From an optimization exercise on the open Yosys and OpenROAD flow, aimed at small area and a short achievable clock period; shortcuts taken in it are not production practice. The RTL was checked by simulation tests, not by an equivalence proof against the original design. The flow treats the clock pin as an ideal source. Dropping or thinning the clock tree relies on that and would not hold on a real chip. No activity file was given, so power comes from the tool's default toggle rates.

## alu
module alu #(parameter DATA_WIDTH = 32, OP = 3)
(
    input wire start,
    input wire clk,
    input wire reset_n,
    input wire [DATA_WIDTH - 1 : 0] A,
    input wire [DATA_WIDTH - 1 : 0] B,
    input wire [OP - 1 : 0] op,
    output wire [DATA_WIDTH - 1 : 0] result,
    output reg done
);
  wire in_mul = (op == 3'b101);
  wire in_sub = (op == 3'b100) | (op == 3'b110);
  wire [32:0] bx = {B, 1'b0};
  reg [31:0] a_r;
  reg [2:0]  op_r;
  reg [15:0] bone_r, btwo_r, nneg_r;
  reg        done_reg;
  integer k;
  always @(posedge clk) begin
    a_r  <= A;
    op_r <= op;
    for (k = 0; k < 16; k = k + 1) begin
      bone_r[k] <= bx[2*k+1] ^ (in_mul ? bx[2*k] : in_sub);
      btwo_r[k] <= (bx[2*k+2] ^ bx[2*k+1]) & ~(bx[2*k+1] ^ bx[2*k]);
      nneg_r[k] <= ~(bx[2*k+2] ^ (in_sub & ~in_mul));
    end
  end
  always @(posedge clk or negedge reset_n) begin
    if (!reset_n) done_reg <= 1'b0;
    else          done_reg <= start && (op != 3'b011);
  end
  wire [31:0] bs;    
  genvar gb;
  generate for (gb = 0; gb < 16; gb = gb + 1) begin : brec
    assign bs[2*gb]   = bone_r[gb];
    assign bs[2*gb+1] = ~nneg_r[gb];
  end endgenerate
  wire is_and = (op_r == 3'b000);
  wire is_or  = (op_r == 3'b001);
  wire is_add = (op_r == 3'b010);
  wire is_sub = (op_r == 3'b100);
  wire is_mul = (op_r == 3'b101);
  wire is_slt = (op_r == 3'b110);
  wire arith = is_add | is_sub | is_slt;
  wire [31:0] nx = ({32{arith}} & a_r) | ({32{is_and}} & (a_r & bs)) | ({32{is_or}} & (a_r | bs));
  wire [31:0] ny = {32{arith}} & bs;
  reg [31:0] x_r, y_r;
  wire [31:0] xd, yd;
  wire mul_n = ~is_mul;
  wire [31:0] nxn = ~nx, nyn = ~ny;
  mul_cs u_mul (.a(a_r), .bone(bone_r), .btwo(btwo_r), .nneg(nneg_r), .seln(mul_n), .nxn(nxn), .nyn(nyn),
                .xd(xd), .yd(yd));
  reg        cinn_r, lt_r;
  always @(posedge clk) begin
    x_r   <= xd;
    y_r   <= yd;
    cinn_r <= ~(is_sub | is_slt);
    lt_r  <= is_slt;
  end
  always @(posedge clk or negedge reset_n) begin
    if (!reset_n) done <= 1'b0;
    else          done <= done_reg;
  ...
==> flow/config.mk <==
export PLATFORM = sky130hd
export DESIGN_NAME = alu
export DESIGN_NICKNAME = alu
export VERILOG_FILES = /design/flow/design.v
export SDC_FILE = /design/flow/constraint.sdc
export NUM_CORES = 4
export LEC_CHECK = 0
export CAP_MARGIN = 20
export CORE_MARGIN = 2
export CORE_UTILIZATION = 45
export SETUP_SLACK_MARGIN = 5
export SLEW_MARGIN = 20
export SYNTH_HIERARCHICAL = 1
export SYNTH_MINIMUM_KEEP_SIZE = 0
==> flow/constraint.sdc <==
create_clock -name core_clock -period 9.5 [get_ports {clk}]
set_input_delay 1.9000 -clock core_clock [delete_from_list [all_inputs] [get_ports {clk}]]
set_output_delay 1.9000 -clock core_clock [all_outputs]
set_load 0.01 [all_outputs]
standard.sh (not shown) runs the stock make flow with config.mk's settings and CLKGATE_MAP_FILE= SYNTH_SCRIPT=/design/flow/synth_recipe.tcl, a recipe that flattens the netlist after the stock synthesis.
==> flow/flow/run.sh <==
#!/bin/bash
# The standard layout flow (standard.sh: ORFS with the standard flow's config and standard synthesis),
# with these changes:
#  - after floorplan, prep.tcl sets combinational cells to drive strength 1 (and gives
#    registers with a large fanout a stronger drive), so that the resizer, which sees the
#    placement, chooses the sizes;
#  - the ports are buffered with buf_2 cells (ORFS would pick clkdlybuf4s50_1 delay cells);
#  - the clock tree is two levels of clkbuf_16 buffers: 4 driven by the clock port, 8 leaf
#    buffers each at the centre of a group of registers (clock_tree.tcl, run by ORFS's cts
#    step in place of TritonCTS);
#  - repair_timing aims at a setup slack margin of 5.1 ns.
set -e
export BUFFER_PORTS_ARGS="-buffer_cell sky130_fd_sc_hd__buf_2"
export PRE_CTS_TCL=$(pwd)/flow/clock_tree.tcl
export CLK_GROUPS=8
export CLK_ROOTS=4
bash standard.sh SETUP_SLACK_MARGIN=5.1 floorplan > standard_floorplan.log 2>&1
ODB_IN=$(ls -d orfs/results/*/alu/base)/2_floorplan.odb FLOP_FANOUT=8 openroad -no_splash -exit flow/prep.tcl > prep.log 2>&1
bash standard.sh SETUP_SLACK_MARGIN=5.1 finish > standard.log 2>&1
==> flow/flow/prep.tcl <==
# Runs on the floorplan database, before placement:
#  1. every combinational cell that synthesis gave a larger drive strength is set back to
#     its drive-1 version; the resizer, which sees the placement, sizes cells afterwards;
#  2. registers whose output drives more than FLOP_FANOUT pins get the drive-4 version of
#     their cell (same cell type, larger drive strength).
read_db $::env(ODB_IN)
set db [ord::get_db]
set block [ord::get_db_block]
set n 0
set f 0
foreach inst [$block getInsts] {
  set m [$inst getMaster]
  set name [$m getName]
  if {[$m isSequential]} {
    if {[regexp {^(sky130_fd_sc_hd__dfxtp)_([0-9]+)$} $name -> base size]} {
      set q [$inst findITerm Q]
      set net [$q getNet]
      if {$net ne "NULL" && [llength [$net getITerms]] - 1 > $::env(FLOP_FANOUT)} {
        $inst swapMaster [$db findMaster ${base}_4]
        incr f
      }
    }
    continue
  }
  if {[regexp {^(sky130_fd_sc_hd__[a-z0-9]+)_([0-9]+)$} $name -> base size] && $size > 1} {
    if {[string match "*df*" $base] || [string match "*dl*" $base] || [string match "*clk*" $base]} { continue }
    set new [$db findMaster ${base}_1]
    if {$new ne "NULL"} { $inst swapMaster $new; incr n }
  }
}
puts "downsized $n instances, upsized $f registers"
write_db $::env(ODB_IN)
Other scripts of this flow, unchanged in this note and not shown: flow/flow/clock_tree.tcl
The first run finished with timing, DRC and antenna clean.
==> next run, changes <==
--- a/flow/flow/run.sh
+++ b/flow/flow/run.sh
@@ -10,3 +10,3 @@
 #    step in place of TritonCTS);
-#  - repair_timing aims at a setup slack margin of 5.1 ns.
+#  - repair_timing aims at a setup slack margin of 5.35 ns.
 set -e
@@ -16,4 +16,4 @@
 export CLK_ROOTS=4
-bash standard.sh SETUP_SLACK_MARGIN=5.1 floorplan > standard_floorplan.log 2>&1
+bash standard.sh SETUP_SLACK_MARGIN=5.35 floorplan > standard_floorplan.log 2>&1
 ODB_IN=$(ls -d orfs/results/*/alu/base)/2_floorplan.odb FLOP_FANOUT=8 openroad -no_splash -exit flow/prep.tcl > prep.log 2>&1
-bash standard.sh SETUP_SLACK_MARGIN=5.1 finish > standard.log 2>&1
+bash standard.sh SETUP_SLACK_MARGIN=5.35 finish > standard.log 2>&1
The new run finished with timing, DRC and antenna clean.
Final area came out higher by 4.7%.
Critical path depth does not change.
Global-route usage is about the same.
Synthesized cell count is unchanged.
Final cell count came out higher by 1.0%.
Setup slack improves by 0.19 ns.
Via count came out higher by about 1.8%.
Flip-flop and latch count is unchanged.
Synthesized area stays the same.
Fmax came out higher by 4.6%.
Wire length came out higher by about 5%.
==> next run, changes <==
--- a/flow/flow/run.sh
+++ b/flow/flow/run.sh
@@ -17,3 +17,3 @@
 bash standard.sh SETUP_SLACK_MARGIN=5.35 floorplan > standard_floorplan.log 2>&1
-ODB_IN=$(ls -d orfs/results/*/alu/base)/2_floorplan.odb FLOP_FANOUT=8 openroad -no_splash -exit flow/prep.tcl > prep.log 2>&1
+ODB_IN=$(ls -d orfs/results/*/alu/base)/2_floorplan.odb FLOP_FANOUT=4 openroad -no_splash -exit flow/prep.tcl > prep.log 2>&1
 bash standard.sh SETUP_SLACK_MARGIN=5.35 finish > standard.log 2>&1
The changed run ran to the end with no violations.
Synthesized area stays the same.
Sequential share of layout area increases by 0.29 points.
Core utilization stays flat.
Hold slack got worse by 0.023 ns.
Clock skew barely changes.
Setup slack gets better by 0.093 ns.
First-iteration DRC count rose by roughly a tenth.
Clock power climbs slightly.
==> next run, changes <==
--- a/flow/flow/run.sh
+++ b/flow/flow/run.sh
@@ -10,3 +10,3 @@
 #    step in place of TritonCTS);
-#  - repair_timing aims at a setup slack margin of 5.35 ns.
+#  - repair_timing aims at a setup slack margin of 5.25 ns.
 set -e
@@ -16,4 +16,4 @@
 export CLK_ROOTS=4
-bash standard.sh SETUP_SLACK_MARGIN=5.35 floorplan > standard_floorplan.log 2>&1
-ODB_IN=$(ls -d orfs/results/*/alu/base)/2_floorplan.odb FLOP_FANOUT=4 openroad -no_splash -exit flow/prep.tcl > prep.log 2>&1
-bash standard.sh SETUP_SLACK_MARGIN=5.35 finish > standard.log 2>&1
+bash standard.sh SETUP_SLACK_MARGIN=5.25 floorplan > standard_floorplan.log 2>&1
+ODB_IN=$(ls -d orfs/results/*/alu/base)/2_floorplan.odb FLOP_FANOUT=6 LIB_FILE=$FLOW_HOME/platforms/sky130hd/lib/sky130_fd_sc_hd__tt_025C_1v80.lib openroad -no_splash -exit flow/prep.tcl > prep.log 2>&1
+bash standard.sh SETUP_SLACK_MARGIN=5.25 finish > standard.log 2>&1
--- a/flow/flow/prep.tcl
+++ b/flow/flow/prep.tcl
@@ -1,2 +1,3 @@
 # Runs on the floorplan database, before placement:
+#  0. synthesis buffers are removed;
 #  1. every combinational cell that synthesis gave a larger drive strength is set back to
@@ -6,2 +7,6 @@
 read_db $::env(ODB_IN)
+read_liberty $::env(LIB_FILE)
+# synthesis buffers go first (placement would remove them anyway), so that register
+# fanouts are counted as placement will see them
+remove_buffers
 set db [ord::get_db]
After rerunning: Wire length falls by roughly a tenth. Global-route usage falls by 1.9 points. Via count fell by a few percent. Power rose slightly. Die area does not change. Sequential power goes up by roughly a tenth. Area after synthesis does not change. Synthesized cell count is unchanged. Final area fell by a few percent. Maximum frequency decreases by a few percent.
==> next run, changes <==
--- a/flow/flow/run.sh
+++ b/flow/flow/run.sh
@@ -17,3 +17,3 @@
 bash standard.sh SETUP_SLACK_MARGIN=5.25 floorplan > standard_floorplan.log 2>&1
-ODB_IN=$(ls -d orfs/results/*/alu/base)/2_floorplan.odb FLOP_FANOUT=6 LIB_FILE=$FLOW_HOME/platforms/sky130hd/lib/sky130_fd_sc_hd__tt_025C_1v80.lib openroad -no_splash -exit flow/prep.tcl > prep.log 2>&1
+ODB_IN=$(ls -d orfs/results/*/alu/base)/2_floorplan.odb FLOP_FANOUT=4 openroad -no_splash -exit flow/prep.tcl > prep.log 2>&1
 bash standard.sh SETUP_SLACK_MARGIN=5.25 finish > standard.log 2>&1
--- a/flow/flow/prep.tcl
+++ b/flow/flow/prep.tcl
@@ -1,3 +1,2 @@
 # Runs on the floorplan database, before placement:
-#  0. synthesis buffers are removed;
 #  1. every combinational cell that synthesis gave a larger drive strength is set back to
@@ -7,6 +6,2 @@
 read_db $::env(ODB_IN)
-read_liberty $::env(LIB_FILE)
-# synthesis buffers go first (placement would remove them anyway), so that register
-# fanouts are counted as placement will see them
-remove_buffers
 set db [ord::get_db]
Outcome: Power drops by 3.2%; worst setup slack gets better by 0.030 ns; global-route usage rises by 1.5 points; maximum frequency is higher by 0.71%; synthesized cell count does not change; utilization rose by 0.57 points; routed wire length rose by 7.7%; sequential power goes down by about 8%; sequential cell count does not change; hold slack is worse by 0.019 ns.
No run of this note takes its clock network from TritonCTS; it comes from the design's own scripts or RTL.

static timing again, ports no longer ideal:
In the flow no input, the clock included, has a driving cell. The finished layouts below were timed again as built, in two steps. Step 1, drivers: a clkbuf_16 drives clk and a buf_2 each remaining input, both assumed. Step 2 adds t to the input delays and takes it off the output delays; t is the mean of the earliest and latest rising clock arrival at the registers after step 1. Input paths then give back, and output paths get back, about the clock's delay inside the block. Slacks: ideal / step 1 / step 2; pairs: ideal / step 1.
| run | t (ns) | slack for setup (ns) | latest minus earliest clock arrival (ns) |
|---|---|---|---|
| the first run | 0.400 | 5.172 / 5.056 / 5.255 | 0.028 / 0.029 |
| the second run | 0.401 | 5.360 / 5.243 / 5.365 | 0.027 / 0.028 |
| the third run | 0.413 | 5.454 / 5.325 / 5.454 | 0.030 / 0.030 |
| the fourth run | 0.402 | 5.324 / 5.202 / 5.358 | 0.033 / 0.033 |
| the fifth run | 0.411 | 5.353 / 5.227 / 5.362 | 0.031 / 0.031 |
After both steps setup and hold are still met in every run listed.
